This design comes from an exercise in tuning for small area, a short achievable clock period and few clock cycles on the open sky130 flow, not from production work.
Only simulation tests tie the RTL to the original design; equivalence was not proved.
The clock port is modelled as an ideal driver, which makes a skipped or thinned clock tree look cheaper than it is; a real chip needs a root buffer or a tree.
Power figures rest on the tool's default switching activity, not on a simulated workload.

==> inputs of exp/yarrow <==
// cache_top
module cache_top #(
    parameter ADDR_WIDTH = 16,
    parameter ADDR_WIDTH_SRAM = 8,
    parameter DATA_WIDTH = 8,
    parameter DEPTH = 2**ADDR_WIDTH_SRAM
)(
    input clk,
    input rst,
    input [ADDR_WIDTH-1:0] Address_cpu,
    input wr_rd_cpu,
    input cs_cpu,
    input [DATA_WIDTH-1:0] DOut_cpu,
    output wire [DATA_WIDTH-1:0] din_cpu,
    output wire rdy_cpu,
    input [DATA_WIDTH-1:0] DOut_sdram,
    output wire [ADDR_WIDTH-1:0] Address_sdram,
    output wire wr_rd_sdram,
    output wire mstrb_sdram,
    output wire [DATA_WIDTH-1:0] din_sdram
);
==> module cache_controller, before the edit <==
module cache_controller (
    input clk,
    input rst,
    input cs_cpu,
    output reg rdy
);
reg [1:0] cnt;
always @(posedge clk or posedge rst) begin
    if (rst) begin
        cnt <= 2'b00;
        rdy <= 1'b0;
    end else begin
        cnt[0] <= cs_cpu && !cnt[1];
        cnt[1] <= cnt[0];
        rdy <= cnt[1] && !cnt[0];
    end
end
endmodule
Settings: LEC_CHECK=0, CAP_MARGIN=20, CORE_AREA=3 3 61 61, CTS_BUF_LIST=sky130_fd_sc_hd__clkbuf_1, DIE_AREA=0 0 64 64, PLACE_DENSITY=0.6, SLEW_MARGIN=20; clock period 10.0 ns.
run.sh (not shown) runs the stock make flow with config.mk's settings and CLKGATE_MAP_FILE= SYNTH_SCRIPT=/design/flow/synth_recipe.tcl, a recipe that flattens the netlist after the stock synthesis.
==> inputs of exp/harbor, as changes to exp/yarrow <==
--- a/flow/design.v
+++ b/flow/design.v
@@ -5,14 +5,14 @@
     output reg rdy
 );
-reg [1:0] cnt;
+reg [1:0] cnt_n;
+always @(posedge clk) begin
+    cnt_n[0] <= !(cs_cpu && cnt_n[1]);
+    cnt_n[1] <= cnt_n[0];
+end
 always @(posedge clk or posedge rst) begin
-    if (rst) begin
-        cnt <= 2'b00;
+    if (rst)
         rdy <= 1'b0;
-    end else begin
-        cnt[0] <= cs_cpu && !cnt[1];
-        cnt[1] <= cnt[0];
-        rdy <= cnt[1] && !cnt[0];
-    end
+    else
+        rdy <= cs_cpu && cnt_n[0] && !cnt_n[1];
 end
 endmodule
==> flow/flow/run.sh (new file) <==
#!/bin/bash
# The standard layout (the standard.sh: ORFS synthesis to finish), with
# three changes: the port buffers are the platform's smallest buffer (buf_1)
# instead of the resizer's default pick, and the clock tree is one clkbuf_1
# (flow/cts_one_buffer.tcl), and gates ABC mapped at drive strength 2 go
# back to strength 1 (flow/downsize.tcl). Make's full output goes to standard_make.log;
# each ORFS step keeps its own log under orfs/logs/.
set -euo pipefail
bash standard.sh \
  "BUFFER_PORTS_ARGS=-buffer_cell sky130_fd_sc_hd__buf_1" \
  "PRE_CTS_TCL=$PWD/flow/cts_one_buffer.tcl" \
  "POST_FLOORPLAN_TCL=$PWD/flow/downsize.tcl" \
  finish > standard_make.log 2>&1
==> flow/flow/cts_one_buffer.tcl (new file) <==
# PRE_CTS_TCL hook: for a design this small (three registers, placed close
# together) the clock tree is a single clkbuf_1 between the clock port and
# every register clock pin, placed at the registers' centre. It stands in
# for TritonCTS, whose H-tree here is a root buffer and two leaf buffers.
# The rest of cts.tcl (legalization, timing repair) runs as usual.
rename clock_tree_synthesis tritoncts_clock_tree_synthesis
proc clock_tree_synthesis {args} {
  set block [ord::get_db_block]
  set clk_net [[$block findBTerm clk] getNet]
  set sinks [$clk_net getITerms]
  if {[llength $sinks] == 0 || [llength $sinks] > 8} {
    # not the design this hook is for: leave it to TritonCTS
    return [tritoncts_clock_tree_synthesis {*}$args]
  }
  set sx 0; set sy 0
  foreach it $sinks {
    set bb [[$it getInst] getBBox]
    set sx [expr {$sx + ([$bb xMin] + [$bb xMax]) / 2}]
    set sy [expr {$sy + ([$bb yMin] + [$bb yMax]) / 2}]
  }
  set n [llength $sinks]
  set master [[ord::get_db] findMaster sky130_fd_sc_hd__clkbuf_1]
  set buf [odb::dbInst_create $block $master clkbuf_0_clk]
  set leaf [odb::dbNet_create $block clknet_0_clk]
  $leaf setSigType CLOCK
  $clk_net setSigType CLOCK
  foreach it $sinks {
    $it disconnect
    $it connect $leaf
  }
  [$buf findITerm A] connect $clk_net
  [$buf findITerm X] connect $leaf
  $buf setLocation [expr {$sx / $n}] [expr {$sy / $n}]
  $buf setPlacementStatus PLACED
  set_propagated_clock [all_clocks]
  puts "cts_one_buffer: clkbuf_1 drives $n register clock pins"
}
==> flow/flow/downsize.tcl (new file) <==
# POST_FLOORPLAN hook: area recovery on the synthesized netlist. ABC maps
# some logic gates at drive strength 2 where strength 1 does (every path in
# this design has several ns of slack); swap each such combinational gate
# for the strength-1 cell of the same function. Registers, buffers and
# clock cells are left alone; later repair steps may still upsize.
set n_swapped 0
foreach inst [[ord::get_db_block] getInsts] {
  set m [[$inst getMaster] getName]
  if {![regexp {^sky130_fd_sc_hd__((?:nand|nor|and|or|inv|xor|xnor|a|o)[0-9a-z_]*?)_([2-9]|1[0-9])$} $m -> base drive]} continue
  set small "sky130_fd_sc_hd__${base}_1"
  if {[[ord::get_db] findMaster $small] eq "NULL"} continue
  replace_cell [$inst getName] $small
  puts "downsize: [$inst getName] $m -> $small"
  incr n_swapped
}
puts "downsize: $n_swapped gates swapped"
==> flow/standard.sh (new file) <==
#!/bin/bash
# synth_recipe.tcl (not shown) runs the flow's synth.tcl, then flattens the netlist and writes it again
# the make line also repeats each setting of config.mk as NAME=value (left out here)
make -C /OpenROAD-flow-scripts/flow DESIGN_CONFIG=/design/flow/config.mk WORK_HOME=/design/flow/orfs CLKGATE_MAP_FILE= SYNTH_SCRIPT=/design/flow/synth_recipe.tcl "${@:-finish}"
ABC_AREA = 1   (was unset)
removed: flow/run.sh
==> inputs of exp/sierra, as changes to exp/yarrow <==
==> flow/flow/run.sh (new file) <==
#!/bin/bash
# The standard layout (the standard.sh: ORFS synthesis to finish), with
# two changes: the port buffers are the platform's smallest buffer (buf_1)
# instead of the resizer's default pick, and the clock tree uses clkbuf_1
# with no dummy loads. Make's full output goes to standard_make.log; each
# ORFS step keeps its own log under orfs/logs/.
set -euo pipefail
bash standard.sh \
  "BUFFER_PORTS_ARGS=-buffer_cell sky130_fd_sc_hd__buf_1" \
  "CTS_ARGS=-sink_clustering_enable -repair_clock_nets -buf_list sky130_fd_sc_hd__clkbuf_1 -root_buf sky130_fd_sc_hd__clkbuf_1 -dont_use_dummy_load -no_insertion_delay" \
  finish > standard_make.log 2>&1
==> flow/standard.sh (new file) <==
#!/bin/bash
# synth_recipe.tcl (not shown) runs the flow's synth.tcl, then flattens the netlist and writes it again
# the make line also repeats each setting of config.mk as NAME=value (left out here)
make -C /OpenROAD-flow-scripts/flow DESIGN_CONFIG=/design/flow/config.mk WORK_HOME=/design/flow/orfs CLKGATE_MAP_FILE= SYNTH_SCRIPT=/design/flow/synth_recipe.tcl "${@:-finish}"
removed: flow/run.sh
==> summary of the runs <==
Worst hold slack: exp/yarrow > exp/sierra > exp/harbor.
Core utilization: exp/yarrow is higher than exp/sierra (0.92 points).
The highest wire length belongs to exp/sierra, the lowest to exp/harbor.
Between exp/harbor and exp/yarrow, the lower synthesized cell count is in exp/yarrow (gap about 2.5%, measured against exp/yarrow).
Sequential share of layout area: exp/sierra > exp/harbor > exp/yarrow.
In sequential power, exp/yarrow and exp/harbor hardly differ.
In die area, exp/yarrow and exp/sierra do not differ.
Clock skew: exp/harbor < exp/yarrow < exp/sierra.
Testbench counts of exp/yarrow, summed over its fixed seeds: cycles 16,000.
Testbench counts of exp/harbor, summed over its fixed seeds: cycles 16,000.
Testbench counts of exp/sierra, summed over its fixed seeds: cycles 16,000.
In exp/harbor the design's own scripts or RTL, not TritonCTS, make the clock network.

## what the ideal ports hide
The results above use ideal ports. As a check the final layouts listed here were re-extracted and re-timed, cells and wires unchanged. Step 1: set_driving_cell puts a clkbuf_16 on clk and a buf_2 on each other input, an assumption about the parent block. Step 2, shift: input delay + t, output delay - t, t = (earliest + latest rising clock arrival at the registers) / 2. This alone moves slack from input paths to output paths. Slacks: no drivers / after step 1 / after step 2; pairs: no drivers / after step 1.
run	shift t [ns]	setup WS [ns]	hold WS [ns]	slew at the worst register clock pin (ns)
exp/yarrow	0.242	6.000 / 5.943 / 5.943	0.405 / 0.405 / 0.405	0.08 / 0.08
exp/harbor	0.124	6.000 / 5.935 / 5.935	0.367 / 0.367 / 0.367	0.11 / 0.11
exp/sierra	0.228	6.000 / 5.943 / 5.943	0.402 / 0.402 / 0.402	0.07 / 0.07
After both steps every run listed still meets setup and hold. The setup slack of exp/harbor, which loses most, moves by -0.065 ns with the drivers and by -0.065 ns with both steps.
